Source: an optimization exercise on an open RTL-to-GDS flow (aim: small area). Production flows keep margins and buffers that such runs may drop. Function was checked by simulation only, so behaviour that the tests miss may differ from the original. Power is estimated from default activity; no workload was simulated.

### design/flow/run.sh
#!/bin/bash
# synth_recipe.tcl (not shown) runs the flow's synth.tcl, then flattens the netlist and writes it again
# the make line also repeats each setting of config.mk as NAME=value (left out here)
make -C /OpenROAD-flow-scripts/flow DESIGN_CONFIG=/design/flow/config.mk WORK_HOME=/design/flow/orfs CLKGATE_MAP_FILE= SYNTH_SCRIPT=/design/flow/synth_recipe.tcl finish
### design/flow/config.mk
export PLATFORM = sky130hd
export DESIGN_NAME = cabletest_tx
export DESIGN_NICKNAME = cabletest_tx
export VERILOG_FILES = /design/flow/design.v
export SDC_FILE = /design/flow/constraint.sdc
export NUM_CORES = 4
export LEC_CHECK = 0
export CAP_MARGIN = 20
export CORE_AREA = 5 5 425 425
export DIE_AREA = 0 0 430 430
export SLEW_MARGIN = 20
### design/flow/constraint.sdc
create_clock -name core_clock -period 6.0 [get_ports {clk}]
set_input_delay 1.2000 -clock core_clock [delete_from_list [all_inputs] [get_ports {clk}]]
set_output_delay 1.2000 -clock core_clock [all_outputs]
set_load 0.01 [all_outputs]
### design/flow/design.v
module prbs31 #
(
    parameter seed = 32'hFFFF_FFFE
)
(
    input             clock, resetn,
    output reg [31:0] prbs
);
function [31:0] next_prbs31 (input[31:0] in);
	begin
		next_prbs31[31] = in[30] ^ in[27];
		next_prbs31[30] = in[29] ^ in[26];
		next_prbs31[29] = in[28] ^ in[25];
		next_prbs31[28] = in[27] ^ in[24];
		next_prbs31[27] = in[26] ^ in[23];
		next_prbs31[26] = in[25] ^ in[22];
		next_prbs31[25] = in[24] ^ in[21];
		next_prbs31[24] = in[23] ^ in[20];
		next_prbs31[23] = in[22] ^ in[19];
		next_prbs31[22] = in[21] ^ in[18];
		next_prbs31[21] = in[20] ^ in[17];
		next_prbs31[20] = in[19] ^ in[16];
		next_prbs31[19] = in[18] ^ in[15];
		next_prbs31[18] = in[17] ^ in[14];
		next_prbs31[17] = in[16] ^ in[13];
		next_prbs31[16] = in[15] ^ in[12];
		next_prbs31[15] = in[14] ^ in[11];
		next_prbs31[14] = in[13] ^ in[10];
		next_prbs31[13] = in[12] ^ in[ 9];
		next_prbs31[12] = in[11] ^ in[ 8];
		next_prbs31[11] = in[10] ^ in[ 7];
		next_prbs31[10] = in[ 9] ^ in[ 6];
		next_prbs31[ 9] = in[ 8] ^ in[ 5];
		next_prbs31[ 8] = in[ 7] ^ in[ 4];
		next_prbs31[ 7] = in[ 6] ^ in[ 3];
		next_prbs31[ 6] = in[ 5] ^ in[ 2];
		next_prbs31[ 5] = in[ 4] ^ in[ 1];
		next_prbs31[ 4] = in[ 3] ^ in[ 0];
		next_prbs31[ 3] = in[ 2] ^ (in[30] ^ in[27]);
		next_prbs31[ 2] = in[ 1] ^ (in[29] ^ in[26]);
		next_prbs31[ 1] = in[ 0] ^ (in[28] ^ in[25]);
		next_prbs31[ 0] = (in[30] ^ in[27]) ^ (in[27] ^ in[24]);
	end
endfunction
always @(posedge clock)begin
	if (resetn == 0) begin
		prbs <= seed;
	end else begin
		prbs <= next_prbs31(prbs);
	end
end
endmodule
module random 
(
    input          clock, resetn,
    output [511:0] value
);
prbs31#( 1) urand_00(clock, resetn, value[ 0*32 +: 32]);
prbs31#( 2) urand_01(clock, resetn, value[ 1*32 +: 32]);
prbs31#( 3) urand_02(clock, resetn, value[ 2*32 +: 32]);
prbs31#( 4) urand_03(clock, resetn, value[ 3*32 +: 32]);
prbs31#( 5) urand_04(clock, resetn, value[ 4*32 +: 32]);
prbs31#( 6) urand_05(clock, resetn, value[ 5*32 +: 32]);
prbs31#( 7) urand_06(clock, resetn, value[ 6*32 +: 32]);
prbs31#( 8) urand_07(clock, resetn, value[ 7*32 +: 32]);
prbs31#( 9) urand_08(clock, resetn, value[ 8*32 +: 32]);
prbs31#(10) urand_09(clock, resetn, value[ 9*32 +: 32]);
prbs31#(11) urand_10(clock, resetn, value[10*32 +: 32]);
prbs31#(12) urand_11(clock, resetn, value[11*32 +: 32]);
prbs31#(13) urand_12(clock, resetn, value[12*32 +: 32]);
prbs31#(14) urand_13(clock, resetn, value[13*32 +: 32]);
prbs31#(15) urand_14(clock, resetn, value[14*32 +: 32]);
prbs31#(16) urand_15(clock, resetn, value[15*32 +: 32]);
endmodule
module packet_gen
(
    input   clk, resetn,
    input [ 7:0] CYCLES_PER_PACKET,
    input [63:0] PACKET_COUNT,
    input [ 2:0] control,
    output[ 2:0] status,
    output reg   resetn_fifo,
    output[511:0] AXIS_OUT_TDATA,
    output[ 63:0] AXIS_OUT_TKEEP,
    output        AXIS_OUT_TLAST,
    output        AXIS_OUT_TVALID,
    input         AXIS_OUT_TREADY,
    output[511:0] AXIS_FIFO_TDATA,
    output        AXIS_FIFO_TVALID,
    input         AXIS_FIFO_TREADY
);
reg[ 63:0] packets_sent;
reg[  7:0] cycle_number;
reg        inject_latched;
wire[511:0] random;
random u_random(clk, resetn, random);
wire[511:0] single_bit_error = {511'b0, inject_latched} << random[8:0];
wire handshake = AXIS_OUT_TVALID & AXIS_OUT_TREADY;
reg halt;
reg[  1:0] fsm_state;
localparam FSM_WAIT_FOR_START = 0;
localparam FSM_RESET_FIFO1    = 1;
localparam FSM_RESET_FIFO2    = 2;
localparam FSM_GENERATE       = 3;
localparam CTL_START  = 0;
localparam CTL_HALT   = 1;
localparam CTL_INJECT = 2;
localparam STA_BUSY   = 0;
localparam STA_SENT   = 1;
localparam STA_HALTED = 2;
assign AXIS_OUT_TDATA = random ^ single_bit_error;
assign AXIS_OUT_TKEEP = -1;
assign AXIS_OUT_TVALID = (fsm_state == FSM_GENERATE);
assign AXIS_OUT_TLAST = (fsm_state == FSM_GENERATE) & (cycle_number == CYCLES_PER_PACKET);
assign AXIS_FIFO_TDATA  = random;
assign AXIS_FIFO_TVALID = handshake;
assign status[STA_BUSY] = (control[CTL_START] || fsm_state != FSM_WAIT_FOR_START);
assign status[STA_HALTED] = (status[STA_BUSY] == 0) & halt;
assign status[STA_SENT] = (handshake & AXIS_OUT_TLAST);
reg[31:0] countdown;
always @(posedge clk) begin
    if (control[CTL_HALT]) halt <= 1;
    if (countdown) countdown <= countdown - 1;
    if (resetn == 0) begin
        fsm_state <= 0;
    end else case(fsm_state)
        FSM_WAIT_FOR_START:
            if (control[CTL_START]) begin
                resetn_fifo    <= 0;
                countdown      <= 16;
                inject_latched <= 0;
                halt           <= 0;
                fsm_state      <= FSM_RESET_FIFO1;
            end
        FSM_RESET_FIFO1:
            if (countdown == 0) begin
                resetn_fifo <= 1;
                countdown   <= 16;
                fsm_state   <= FSM_RESET_FIFO2;
            end
        FSM_RESET_FIFO2:
            if (countdown == 0) begin
                packets_sent <= 1;
                cycle_number <= 1;
                fsm_state    <= FSM_GENERATE;
            end
        FSM_GENERATE:
            if (handshake) begin
                inject_latched <= 0;                
                cycle_number   <= cycle_number + 1;
                if (AXIS_OUT_TLAST) begin
                    cycle_number <= 1;
                    if (packets_sent == PACKET_COUNT)
                        fsm_state <= FSM_WAIT_FOR_START;
                    else
                        packets_sent <= packets_sent + 1;
                    if (halt) fsm_state <= FSM_WAIT_FOR_START;
                end
            end
    endcase
    if (control[CTL_INJECT]) inject_latched <= 1;
end
endmodule
module rate_limiter #
(
    parameter DW = 512, 
    parameter CLOCKS_PER_USEC = 250  
)
(
    input clk, resetn,
    input [DW-1:0]     AXIS_IN_TDATA,
    input [(DW/8)-1:0] AXIS_IN_TKEEP, 
    input              AXIS_IN_TLAST,
    input              AXIS_IN_TVALID,
    output             AXIS_IN_TREADY,
    output [DW-1:0]     AXIS_OUT_TDATA,
    output [(DW/8)-1:0] AXIS_OUT_TKEEP, 
    output              AXIS_OUT_TLAST,
    output              AXIS_OUT_TVALID,
    input               AXIS_OUT_TREADY,
    input [31:0]        BYTES_PER_USEC
);
reg[31:0] r_BYTES_PER_USEC;
always @(posedge clk) r_BYTES_PER_USEC <= BYTES_PER_USEC;
wire[15:0] max_xfers_per_usec = r_BYTES_PER_USEC / (DW/8);
reg [15:0] cycle_count;
reg [15:0] xfer_count;
wire pass_thru = (xfer_count < max_xfers_per_usec);
always @(posedge clk) begin
    if (resetn == 0) begin
        cycle_count <= 1;
        xfer_count  <= 0;
    end else begin
        if (AXIS_OUT_TVALID & AXIS_OUT_TREADY) xfer_count <= xfer_count + 1;
        if (cycle_count == CLOCKS_PER_USEC) begin
            cycle_count <= 1;
            xfer_count  <= 0;
        end        
        else cycle_count <= cycle_count + 1;
    end
end
assign AXIS_OUT_TDATA  = AXIS_IN_TDATA;
assign AXIS_OUT_TKEEP  = AXIS_IN_TKEEP;
assign AXIS_OUT_TLAST  = AXIS_IN_TLAST;
assign AXIS_OUT_TVALID = AXIS_IN_TVALID  & pass_thru & (resetn == 1);
assign AXIS_IN_TREADY  = AXIS_OUT_TREADY & pass_thru & (resetn == 1);
endmodule
module cabletest_tx
(
    input          clk, resetn,
    input  [  7:0] CYCLES_PER_PACKET,
    input  [ 63:0] PACKET_COUNT,
    input  [ 31:0] BYTES_PER_USEC,
    input  [  2:0] control,
    output [  2:0] status,
    output         resetn_fifo,
    output [511:0] AXIS_OUT_TDATA,
    output [ 63:0] AXIS_OUT_TKEEP,
    output         AXIS_OUT_TLAST,
    output         AXIS_OUT_TVALID,
    input          AXIS_OUT_TREADY,
    output [511:0] AXIS_FIFO_TDATA,
    output         AXIS_FIFO_TVALID,
    input          AXIS_FIFO_TREADY
);
wire [511:0] pg_tdata;
wire [ 63:0] pg_tkeep;
wire         pg_tlast, pg_tvalid, pg_tready;
packet_gen u_packet_gen
(
    .clk               (clk),
    .resetn            (resetn),
    .CYCLES_PER_PACKET (CYCLES_PER_PACKET),
    .PACKET_COUNT      (PACKET_COUNT),
    .control           (control),
    .status            (status),
    .resetn_fifo       (resetn_fifo),
    .AXIS_OUT_TDATA    (pg_tdata),
    .AXIS_OUT_TKEEP    (pg_tkeep),
    .AXIS_OUT_TLAST    (pg_tlast),
    .AXIS_OUT_TVALID   (pg_tvalid),
    .AXIS_OUT_TREADY   (pg_tready),
    .AXIS_FIFO_TDATA   (AXIS_FIFO_TDATA),
    .AXIS_FIFO_TVALID  (AXIS_FIFO_TVALID),
    .AXIS_FIFO_TREADY  (AXIS_FIFO_TREADY)
);
rate_limiter #(.DW(512), .CLOCKS_PER_USEC(250)) u_rate_limiter
(
    .clk             (clk),
    .resetn          (resetn),
    .AXIS_IN_TDATA   (pg_tdata),
    .AXIS_IN_TKEEP   (pg_tkeep),
    .AXIS_IN_TLAST   (pg_tlast),
    .AXIS_IN_TVALID  (pg_tvalid),
    .AXIS_IN_TREADY  (pg_tready),
    .AXIS_OUT_TDATA  (AXIS_OUT_TDATA),
    .AXIS_OUT_TKEEP  (AXIS_OUT_TKEEP),
    .AXIS_OUT_TLAST  (AXIS_OUT_TLAST),
    .AXIS_OUT_TVALID (AXIS_OUT_TVALID),
    .AXIS_OUT_TREADY (AXIS_OUT_TREADY),
    .BYTES_PER_USEC  (BYTES_PER_USEC)
);
endmodule
==> metrics.md <==
| Metric | Value |
|---|---|
| Placed Cells incl. Taps | `7,137` |
| Post-synth EDFFs | `73` |
| Die Span Y | `430 µm` |
| Global-route usage over all layers | `0.201` |
| Met2 GRT Util | `0.349` |
| Largest net degree at the start of global routing | `122` |
| Logic pwr share | `0.499` |
| Num CTS Buffers | `81` |
| Leading area contributor after synthesis | `dfxtp_1` |
| Switching Share | `0.430` |
| First-pass GRT wire length | `260,000 µm` |
| Setup Viol. Count Final | `0` |
| Clock latency on the worst-skew pair | `0.68 ns` |
| Crit-path max cell delay | `0.90 ns` |
| Psw | `12.9 mW` |
| Critical Path RT | `4.80 ns` |
| Initial DRC count | `2,299` |
| Share of layout cells above drive strength 1 | `0.0545` |
| H-tree depth | `3` |
| Commonest cells post-synth | `854 x xor2_1, 596 x dfxtp_1, 482 x and2_1` |
| Kind of critical path | `reg2out` |
| Initial antenna violation count | `9` |
| Wire per inst | `26.7 µm` |
| Row count | `154` |
| TritonRoute pass-1 iters | `5` |
| Syn Area/Cell | `9.14 µm²` |
| PostCTS Resize Cnt | `0` |
| Cells after Synth | `3,745` |
| Clock Power Share | `0.169` |
| Internal | `17.2 mW` |
| Fin nets | `5,018` |
| Synth area leaders | `dfxtp_1 35%, xor2_1 22%, and2_1 8.8%, xnor2_1 8.4%, edfxtp_1 6.4%` |
| Max capacitance violation total | `0` |
| Layout Cells excl Fill | `7,287` |
| Setup repair bufs after CTS | `0` |
| # DRC | `0` |
| Drt total wl | `195,000 µm` |
| Most frequent cell after synthesis | `xor2_1` |
| Static Leakage | `21.4 nW` |
| Worst min-delay path category | `reg2reg` |
| Vias in the first global route | `29,848` |
| Critical path cell sequence | `nor2b_1 -> nand2_1 -> buf_4 -> nor2_1 -> xor2_1 -> clkdlybuf4s50_1` |
| Hpwl dp | `156,000 µm` |
| Final Hold Viols | `0` |
| Worst-Margin Slew | `1.18 ns` |
| Clock root cell | `clkbuf_16` |
| Crit-path leading delay family | `buffers and inverters` |
| Met3 GRT Util | `0.0451` |
| Worst-path clk slew | `0.06 ns` |
| Critical path peak fanout | `16` |
| CP Capture Type | `output port` |
| Die width | `430 µm` |
| Slowest-stage cell, CP | `dfxtp_1` |
| Asr flop ratio synth | `0` |
| Max-slew headroom | `0.213` |
| Clock Skew | `0.0478 ns` |
| Grt ovf | `0` |
| Vias | `30,108` |
| Post-Syn Area | `34,200 µm²` |
| I/O Pins | `1,206` |
| Port bufs | `1,124` |
| Via density | `4.13` |
| Sink Count | `669` |
| Slew Viols, Final | `0` |
| Top cell type's share of synthesized area | `0.348` |
| Antenna viol nets, final | `0` |
| Clock Path Buffers | `3` |
| Most Crowded Layer GR | `met2` |
| Worst vdd ir | `274 µV` |
| Routability Congestion | `0.985` |
| Crit start category | `flip-flop` |
| Status | `finished clean` |
| Reg power frac | `0.332` |
| Met1 Track Usage GR | `0.244` |
| Register area share after synthesis | `0.413` |
| Maximum operating frequency | `189 MHz` |
| Tcrit/Tclk final | `0.882` |
| RSZ-0062 raised after global routing | `no` |
| Warnings from Yosys | `18` |
| Die area | `185,000 µm²` |
| Syn-to-layout area delta | `49.2%` |
| Main synth FF type | `dfxtp_1` |
| Setup TNS | `0 ns` |
| Core area | `176,000 µm²` |
| Netlist cell types | `61` |
| Hold Buf Count CTS | `0` |
| Register bit total from synthesis | `669` |
| PwrDens | `590 nW/µm²` |
| WP data arrival | `4.09 ns` |
| CP Buf/Inv Count | `2` |
| CTS tree | `done` |
| Min cycle time layout | `5.29 ns` |
| Initial Utilization | `0.195` |
==> kinds of logic after synthesis <==
kind of cell,Yosys count,share of synthesized area
adder cells (fa/ha/maj),27,0.00987
buffers and inverters,251,0.0353
multiplexers,2,0.000585
flip-flops,669,0.413
AND/OR/NAND/NOR,1515,0.222
other,1,0.000110
AO/OA/AOI/OAI,96,0.0172
XOR/XNOR,1184,0.303
==> tightest hold or removal path, cell delays in order (launching register included) <==
cell     delay (ns)
dfxtp_1        0.31
nand2_1        0.05
a21oi_1        0.05
==> cell usage in the layout, fill, tap and decap left out, drive strengths merged, types with 64 or more instances in the layout <==
cell type and n:
clkdlybuf4s50 1120, xor2 854, dfxtp 596, and2 482, nor2 414, nand2 373, xnor2 330, clkbuf 110
buf 84, edfxtp 73, conb 64
==> flip-flops by register name, indices dropped and copies added (netlist names), 32 cells and up <==
name,count
u_packet_gen.u_random.urand_02.prbs,32
u_packet_gen.u_random.urand_09.prbs,32
u_packet_gen.u_random.urand_00.prbs,32
u_packet_gen.u_random.urand_01.prbs,32
u_packet_gen.u_random.urand_11.prbs,32
u_packet_gen.u_random.urand_15.prbs,32
u_packet_gen.u_random.urand_10.prbs,32
u_packet_gen.u_random.urand_07.prbs,32
u_packet_gen.u_random.urand_12.prbs,32
u_packet_gen.packets_sent,64
u_packet_gen.u_random.urand_05.prbs,32
u_packet_gen.u_random.urand_08.prbs,32
u_packet_gen.u_random.urand_06.prbs,32
u_packet_gen.u_random.urand_03.prbs,32
u_packet_gen.u_random.urand_13.prbs,32
u_packet_gen.u_random.urand_04.prbs,32
u_packet_gen.countdown,32
u_packet_gen.u_random.urand_14.prbs,32
==> path summary, 6_finish.rpt <==
check | slack, ns | cells after the start | startpoint | endpoint
setup reg to reg | 2.51 | 7 | u_packet_gen.countdown[27] | u_packet_gen.packets_sent[40]
hold reg to reg | 0.47 | 2 | u_packet_gen.countdown[11] | u_packet_gen.countdown[11]
setup / recovery | 0.71 | 6 | u_packet_gen.u_random.urand_00.prbs[3] | AXIS_OUT_TDATA[462]
hold / removal | 0.47 | 2 | u_packet_gen.countdown[11] | u_packet_gen.countdown[11]
==> through the flow <==
step / power [mW] / util / area (µm²) / hold slack [ns] / setup slack [ns]
3_5_place_dp: 25.2 / 0.275 / 48300 / 0.465 / 1.24
4_1_cts: 30.5 / 0.291 / 51100 / 0.474 / 0.495
3_3_place_gp: 25.2 / 0.275 / 48300 / 0.461 / 1.20
6_report: 30.1 / 0.291 / 51100 / 0.469 / 0.706
2_1_floorplan: 14.7 / - / 34500 / 0.446 / 1.87
5_1_grt: 31.4 / 0.291 / 51100 / 0.507 / 0.442
==> routing by layer <==
metal / up-vias / routed length, µm
met3: 228 / 12100
met5: - / 0
met2: 1130 / 96000
met4: 0 / 6970
li1: 13903 / -
met1: 14847 / 79600
==> layout make-up <==
cell class	instances	area (µm²)
Inverter	36	135
Multi-Input combinational cell	2888	19300
Antenna cell	7	17.5
Tap cell	2340	2930
Timing Repair Buffer	1204	11900
Sequential cell	669	14100
Clock inverter	33	427
Fill cell	18519	125000
Clock buffer	110	2290
==> power groups by stage <==
stage / clock, mW / combinational (mW) / sequential [mW]
2_1_floorplan: 0 / 5.55 / 9.10
3_3_place_gp: 0 / 15.1 / 10.1
3_5_place_dp: 0 / 15.2 / 10.1
4_1_cts: 5.25 / 15.3 / 10.0
5_1_grt: 5.38 / 15.9 / 10.2
6_report: 5.09 / 15.0 / 10.0

## re-timing with driven ports
The flow's constraints put no driver on any port. The routed layout listed below was extracted and timed again, unchanged, in two steps.
Step 1 sets driving cells, clkbuf_16 on the clock port and buf_2 on the other inputs (assumed; they add their load-dependent delay and slew).
Step 2, shift: input delay + t, output delay - t, t = (earliest + latest rising clock arrival at the registers) / 2. This alone moves slack from input paths to output paths.
a / b / c = ideal ports / drivers / drivers and shift; a / b = the first two.
t (ns): 0.735
setup slack, ns: 0.706 / 0.630 / 1.205
worst hold slack (ns): 0.469 / 0.469 / 0.469
worst data-port slew with drivers (ns): 0.09
After both steps this run still meets setup and hold. The setup slack of this run moves by -0.076 ns with the drivers and by +0.499 ns with both steps.
